From an optimization exercise on the open Yosys and OpenROAD flow, aimed at small area and a short achievable clock period; shortcuts taken in it are not production practice. Power figures rest on the tool's default switching activity, not on a simulated workload.

==> job 7879 <==
==> flow/design.v <==
module maxpool_new(
	input [4:0] stride,
	input  maxpool_enable,
	output reg [18:0] address1 , write_address,
	output reg maxpool_done, patch_end,
	input clk ,
	input reset,
	input [9:0]  w1 ,h1,
	input [4:0] w2,h2,
	output [9:0] width, height
    );
reg [9:0] w1r;
reg [4:0] w2m1, h2m1, sr;
reg [4:0]  hi, vi;       
reg [9:0]  Hn;           
reg [18:0] R;            
reg [18:0] N;            
reg [9:0]  Vrem;         
reg [9:0]  qw;           
reg [4:0]  rw;           
reg        wvalid;       
reg [9:0]  qh;           
reg [4:0]  rh;           
assign width  = wvalid ? qw : 10'd0;
assign height = maxpool_done ? qh : 10'd0;
wire [18:0] a_n, R_n, N_n, wa_n;
wire [4:0]  hi_n, vi_n, rw_n, rh_n;
wire [9:0]  Hn_n, Vrem_n, qw_n, qh_n;
wire        done_n, pe_n;
wire        u_run, u_vi, u_pend, u_rowend, u_ncap, u_w;
maxpool_next nx (
	.w1r(w1r), .w2m1(w2m1), .h2m1(h2m1), .sr(sr),
	.address1(address1), .write_address(write_address), .maxpool_done(maxpool_done),
	.hi(hi), .vi(vi), .Hn(Hn), .R(R), .N(N), .Vrem(Vrem),
	.qw(qw), .rw(rw), .wvalid(wvalid), .qh(qh), .rh(rh),
	.a_n(a_n), .R_n(R_n), .N_n(N_n), .wa_n(wa_n), .hi_n(hi_n), .vi_n(vi_n), .rw_n(rw_n), .rh_n(rh_n),
	.Hn_n(Hn_n), .Vrem_n(Vrem_n), .qw_n(qw_n), .qh_n(qh_n), .done_n(done_n), .pe_n(pe_n),
	.u_run(u_run), .u_vi(u_vi), .u_pend(u_pend), .u_rowend(u_rowend), .u_ncap(u_ncap), .u_w(u_w)
);
always @(posedge clk) begin
	w1r  <= w1;
	w2m1 <= w2 - 5'd1;
	h2m1 <= h2 - 5'd1;
	sr   <= stride;
end
always @(posedge clk) begin
	if (reset) begin
		address1 <= 19'd0;
		write_address <= 19'd0;
		maxpool_done <= 1'b0;
		patch_end <= 1'b0;
		hi <= 5'd0;
		vi <= 5'd0;
		Hn <= {5'd0, stride};
		R <= 19'd0;
		Vrem <= h1;
		qw <= 10'd0;
		rw <= 5'd0;
		wvalid <= 1'b0;
		qh <= 10'd0;
		rh <= 5'd0;
	end else if (maxpool_enable) begin
		patch_end <= pe_n;
		if (u_run) begin
			address1 <= a_n;
			hi <= hi_n;
			maxpool_done <= done_n;
		end
		if (u_vi) vi <= vi_n;
		if (u_pend) begin
			write_address <= wa_n;
			Hn <= Hn_n;
		end
		if (u_w) begin
			qw <= qw_n;
			rw <= rw_n;
		end
		if (u_rowend) begin
			R <= R_n;
			Vrem <= Vrem_n;
			qh <= qh_n;
			rh <= rh_n;
			wvalid <= 1'b1;
		end
	end
end
always @(posedge clk) begin
	if (maxpool_enable & u_ncap) N <= N_n;
end
endmodule
module maxpool_next(
	input [9:0]  w1r,
	input [4:0]  w2m1, h2m1, sr,
	input [18:0] address1, write_address,
	input        maxpool_done,
	input [4:0]  hi, vi,
	input [9:0]  Hn,
	input [18:0] R, N,
	input [9:0]  Vrem,
	input [9:0]  qw,
	input [4:0]  rw,
	input        wvalid,
	input [9:0]  qh,
	input [4:0]  rh,
	output [18:0] a_n, R_n, N_n, wa_n,
	output [4:0]  hi_n, vi_n, rw_n, rh_n,
	output [9:0]  Hn_n, Vrem_n, qw_n, qh_n,
	output        done_n, pe_n,
	output        u_run, u_vi, u_pend, u_rowend, u_ncap, u_w
);
wire [9:0]  D1      = w1r - {5'd0, w2m1};          
wire        wrap    = (hi == w2m1);
wire        vlast   = (vi == h2m1);
wire        pend    = wrap & vlast;
wire        lastwin = (Hn >= D1);                  
wire        rowend  = pend & lastwin;
wire [4:0]  vi1     = vi + 5'd1;
wire        firstw  = (Hn == {5'd0, sr});          
wire [18:0] a_step  = address1 + (wrap ? {9'd0, D1} : 19'd1);
wire [18:0] r_sum   = R + {9'd0, Hn};
wire        ncap    = wrap & (vi1 == sr) & firstw;
assign u_run    = ~maxpool_done;
assign u_vi     = u_run & wrap;
assign u_pend   = u_run & pend;
assign u_rowend = u_run & rowend;
assign u_ncap   = u_run & ncap;
assign u_w      = u_pend & ~wvalid;
assign N_n  = a_step;
assign R_n  = ncap ? a_step : N;
assign a_n  = rowend ? R_n : pend ? r_sum : a_step;
assign hi_n = wrap ? 5'd0 : hi + 5'd1;
assign vi_n = vlast ? 5'd0 : vi1;
assign wa_n = write_address + 19'd1;
assign Hn_n = lastwin ? {5'd0, sr} : Hn + {5'd0, sr};
assign Vrem_n = Vrem - {5'd0, sr};
wire [5:0]  rw_t  = {1'b0, rw} + {1'b0, sr};
wire        rw_ge = (rw_t > {1'b0, w2m1});
assign rw_n = rw_ge ? rw_t[4:0] - w2m1 - 5'd1 : rw_t[4:0];
assign qw_n = qw + {9'd0, rw_ge};
wire [5:0]  rh_t  = {1'b0, rh} + {1'b0, sr};
wire        rh_ge = (rh_t > {1'b0, h2m1});
assign rh_n = rh_ge ? rh_t[4:0] - h2m1 - 5'd1 : rh_t[4:0];
assign qh_n = qh + {9'd0, rh_ge};
assign done_n = rowend ? (Vrem == {5'd0, sr})
                       : (wrap & ~vlast & firstw & ({5'd0, vi1} == Vrem));
assign pe_n = u_pend;
endmodule
==> flow/run.sh <==
#!/bin/bash
# synth_recipe.tcl (not shown) runs the flow's synth.tcl, then flattens the netlist and writes it again
# the make line also repeats each setting of config.mk as NAME=value (left out here)
make -C /OpenROAD-flow-scripts/flow DESIGN_CONFIG=/design/flow/config.mk WORK_HOME=/design/flow/orfs CLKGATE_MAP_FILE= SYNTH_SCRIPT=/design/flow/synth_recipe.tcl finish
==> flow/config.mk <==
export PLATFORM = sky130hd
export DESIGN_NAME = maxpool_new
export DESIGN_NICKNAME = maxpool_new
export VERILOG_FILES = /design/flow/design.v
export SDC_FILE = /design/flow/constraint.sdc
export NUM_CORES = 4
export LEC_CHECK = 0
export CAP_MARGIN = 20
export CORE_MARGIN = 2
export CORE_UTILIZATION = 40
export SLEW_MARGIN = 20
export SYNTH_HIERARCHICAL = 1
==> flow/constraint.sdc <==
create_clock -name core_clock -period 25.0 [get_ports {clk}]
set_input_delay 5.0000 -clock core_clock [delete_from_list [all_inputs] [get_ports {clk}]]
set_output_delay 5.0000 -clock core_clock [all_outputs]
set_load 0.01 [all_outputs]
==> job 1518 (differences from job 7879) <==
==> flow/design.v (replaced) <==
module maxpool_new(
	input [4:0] stride,
	input  maxpool_enable,
	output reg [18:0] address1 , write_address,
	output reg maxpool_done, patch_end,
	input clk ,
	input reset,
	input [9:0]  w1 ,h1,
	input [4:0] w2,h2,
	output [9:0] width, height
    );
reg [9:0] w1r;
reg [4:0] w2m1, h2m1, sr;
reg [4:0]  hi, vi;       
reg [9:0]  Hn;           
reg [18:0] R;            
reg [18:0] N;            
reg [9:0]  Vrem;         
reg [9:0]  qw;           
reg [4:0]  rw;           
reg        wvalid;       
reg [9:0]  qh;           
reg [4:0]  rh;           
assign width  = wvalid ? qw : 10'd0;
assign height = maxpool_done ? qh : 10'd0;
wire [18:0] a_d, wa_d, R_d, N_d;
wire [4:0]  hi_d, vi_d, rw_d, rh_d;
wire [9:0]  Hn_d, Vrem_d, qw_d, qh_d;
wire        done_d, pe_d, wv_d;
wire        ce_run, ce_pe, ce_vi, ce_pend, ce_w, ce_row, ce_ncap;
maxpool_next nx (
	.reset(reset), .en(maxpool_enable), .stride(stride), .h1(h1),
	.w1r(w1r), .w2m1(w2m1), .h2m1(h2m1), .sr(sr),
	.address1(address1), .write_address(write_address), .maxpool_done(maxpool_done),
	.hi(hi), .vi(vi), .Hn(Hn), .R(R), .N(N), .Vrem(Vrem),
	.qw(qw), .rw(rw), .wvalid(wvalid), .qh(qh), .rh(rh),
	.a_d(a_d), .wa_d(wa_d), .R_d(R_d), .N_d(N_d),
	.hi_d(hi_d), .vi_d(vi_d), .rw_d(rw_d), .rh_d(rh_d),
	.Hn_d(Hn_d), .Vrem_d(Vrem_d), .qw_d(qw_d), .qh_d(qh_d),
	.done_d(done_d), .pe_d(pe_d), .wv_d(wv_d),
	.ce_run(ce_run), .ce_pe(ce_pe), .ce_vi(ce_vi), .ce_pend(ce_pend),
	.ce_w(ce_w), .ce_row(ce_row), .ce_ncap(ce_ncap)
);
always @(posedge clk) begin
	w1r  <= w1;
	w2m1 <= w2 - 5'd1;
	h2m1 <= h2 - 5'd1;
	sr   <= stride;
end
always @(posedge clk) begin
	if (ce_run) begin
		address1 <= a_d;
		hi <= hi_d;
		maxpool_done <= done_d;
	end
	if (ce_pe) patch_end <= pe_d;
	if (ce_vi) vi <= vi_d;
	if (ce_pend) begin
		write_address <= wa_d;
		Hn <= Hn_d;
	end
	if (ce_w) begin
		qw <= qw_d;
		rw <= rw_d;
	end
	if (ce_row) begin
		R <= R_d;
		Vrem <= Vrem_d;
		qh <= qh_d;
		rh <= rh_d;
		wvalid <= wv_d;
	end
	if (ce_ncap) N <= N_d;
end
endmodule
module maxpool_next(
	input        reset, en,
	input [4:0]  stride,
	input [9:0]  h1,
	input [9:0]  w1r,
	input [4:0]  w2m1, h2m1, sr,
	input [18:0] address1, write_address,
	input        maxpool_done,
	input [4:0]  hi, vi,
	input [9:0]  Hn,
	input [18:0] R, N,
	input [9:0]  Vrem,
	input [9:0]  qw,
	input [4:0]  rw,
	input        wvalid,
	input [9:0]  qh,
	input [4:0]  rh,
	output [18:0] a_d, wa_d, R_d, N_d,
	output [4:0]  hi_d, vi_d, rw_d, rh_d,
	output [9:0]  Hn_d, Vrem_d, qw_d, qh_d,
	output        done_d, pe_d, wv_d,
	output        ce_run, ce_pe, ce_vi, ce_pend, ce_w, ce_row, ce_ncap
);
wire [9:0]  D1      = w1r - {5'd0, w2m1};          
wire        wrap    = (hi == w2m1);
wire        vlast   = (vi == h2m1);
wire        pend    = wrap & vlast;
wire        lastwin = (Hn >= D1);                  
wire        rowend  = pend & lastwin;
wire [4:0]  vi1     = vi + 5'd1;
wire        firstw  = (Hn == {5'd0, sr});          
wire [18:0] a_step  = address1 + (wrap ? {9'd0, D1} : 19'd1);
wire [18:0] r_sum   = R + {9'd0, Hn};
wire        ncap    = wrap & (vi1 == sr) & firstw;
wire run = en & ~maxpool_done;
assign ce_run  = reset | run;
assign ce_pe   = reset | en;
assign ce_vi   = reset | run & wrap;
assign ce_pend = reset | run & pend;
assign ce_w    = reset | run & pend & ~wvalid;
assign ce_row  = reset | run & rowend;
assign ce_ncap = run & ncap;
wire [18:0] Rn  = ncap ? a_step : N;
wire [18:0] a_n = rowend ? Rn : pend ? r_sum : a_step;
wire [5:0]  rw_t  = {1'b0, rw} + {1'b0, sr};
wire        rw_ge = (rw_t > {1'b0, w2m1});
wire [5:0]  rh_t  = {1'b0, rh} + {1'b0, sr};
wire        rh_ge = (rh_t > {1'b0, h2m1});
wire done_n = rowend ? (Vrem == {5'd0, sr})
                     : (wrap & ~vlast & firstw & ({5'd0, vi1} == Vrem));
assign N_d    = a_step;
assign a_d    = reset ? 19'd0 : a_n;
assign R_d    = reset ? 19'd0 : Rn;
assign wa_d   = reset ? 19'd0 : write_address + 19'd1;
assign hi_d   = reset ? 5'd0 : wrap ? 5'd0 : hi + 5'd1;
assign vi_d   = reset ? 5'd0 : vlast ? 5'd0 : vi1;
assign Hn_d   = reset ? {5'd0, stride} : lastwin ? {5'd0, sr} : Hn + {5'd0, sr};
assign Vrem_d = reset ? h1 : Vrem - {5'd0, sr};
assign rw_d   = reset ? 5'd0 : rw_ge ? rw_t[4:0] - w2m1 - 5'd1 : rw_t[4:0];
assign qw_d   = reset ? 10'd0 : qw + {9'd0, rw_ge};
assign rh_d   = reset ? 5'd0 : rh_ge ? rh_t[4:0] - h2m1 - 5'd1 : rh_t[4:0];
assign qh_d   = reset ? 10'd0 : qh + {9'd0, rh_ge};
assign done_d = ~reset & done_n;
assign pe_d   = ~reset & ~maxpool_done & pend;
assign wv_d   = ~reset;
endmodule
==> results.txt <==
Result of the run: job 1518 timing/DRC/antenna clean; job 7879 timing/DRC/antenna clean
Number of cells in the design after placement: job 1518 1420; job 7879 1723
Routed length on met1: job 1518 11.52 mm; job 7879 12.96 mm
Most used standard cell by instance count after synthesis: job 1518 sky130_fd_sc_hd__edfxtp_1; job 7879 sky130_fd_sc_hd__nand3_1
Commonest non-fill, non-tap cell in the layout: job 1518 sky130_fd_sc_hd__edfxtp_1; job 7879 sky130_fd_sc_hd__nand3_1
Wirelength, routed: job 1518 24.74 mm; job 7879 27.99 mm
Core box area: job 1518 0.02533 mm^2; job 7879 0.02855 mm^2
Share of the final layout cell area in multi-input gates: job 1518 0.4361; job 7879 0.5460
Fraction of the cycle the final worst path needs: job 1518 0.3040; job 7879 0.2754
Mean routed wirelength per cell: job 1518 17.04 um; job 7879 15.95 um
Count of distinct cell types in the synthesized netlist: job 1518 74; job 7879 72
Mapped Nets: job 1518 1140; job 7879 1437
Gate Count Post-Synth: job 1518 1017; job 7879 1314
Number of signal-net buffers in the layout: job 1518 102; job 7879 105
Worst hold endpoint: job 1518 R[1]; job 7879 patch_end
XOR/XNOR share of the synthesized area: job 1518 0.1050; job 7879 0.09571
Part of the power in combinational logic: job 1518 0.232; job 7879 0.145
Wire length of the first global-routing pass: job 1518 39.78 mm; job 7879 45.99 mm
Number of enable-type register cells in the synthesized netlist: job 1518 139; job 7879 34
Seq pwr: job 1518 0.000338 W; job 7879 0.000286 W
Mux cell area share after synthesis: job 1518 0.01181; job 7879 0.02998
Clock latency reported for the late side of the worst-skew pair: job 1518 440 ps; job 7879 430 ps
Buffering overhead: job 1518 0.08229; job 7879 0.07822
Most used flip-flop cell after synthesis: job 1518 sky130_fd_sc_hd__edfxtp_1; job 7879 sky130_fd_sc_hd__dfxtp_1
Slowest cell delay on critical path: job 1518 720 ps; job 7879 830 ps
Storage element area: job 1518 0.004674 mm^2; job 7879 0.003623 mm^2
Required time at the endpoint of the critical path: job 1518 25070 ps; job 7879 25080 ps
No run of this note included a check of the RTL's function; only the layout flow was run.

[port drivers added, routing unchanged]
In the flow no input, the clock included, has a driving cell. The finished layouts below were timed again as built, in two steps.
Step 1: set_driving_cell puts a clkbuf_16 on clk and a buf_2 on each other input, an assumption about the parent block.
Step 2 moves the port delays by t, midway between the first and last clock arrival at a register: inputs arrive t later, outputs are due t later. That takes back most of the time a late clock gives input paths.
Three values: no drivers, after step 1, after step 2; two values: the first two.
run	shift t [ns]	setup WS [ns]	cell pins on the clock port's net
job 7879	0.473	18.114 / 18.122 / 17.649	1
job 1518	0.475	17.401 / 17.420 / 16.945	1
After both steps every run listed still meets setup and hold. The setup slack of job 7879, which loses most, moves by +0.008 ns with the drivers and by -0.465 ns with both steps.
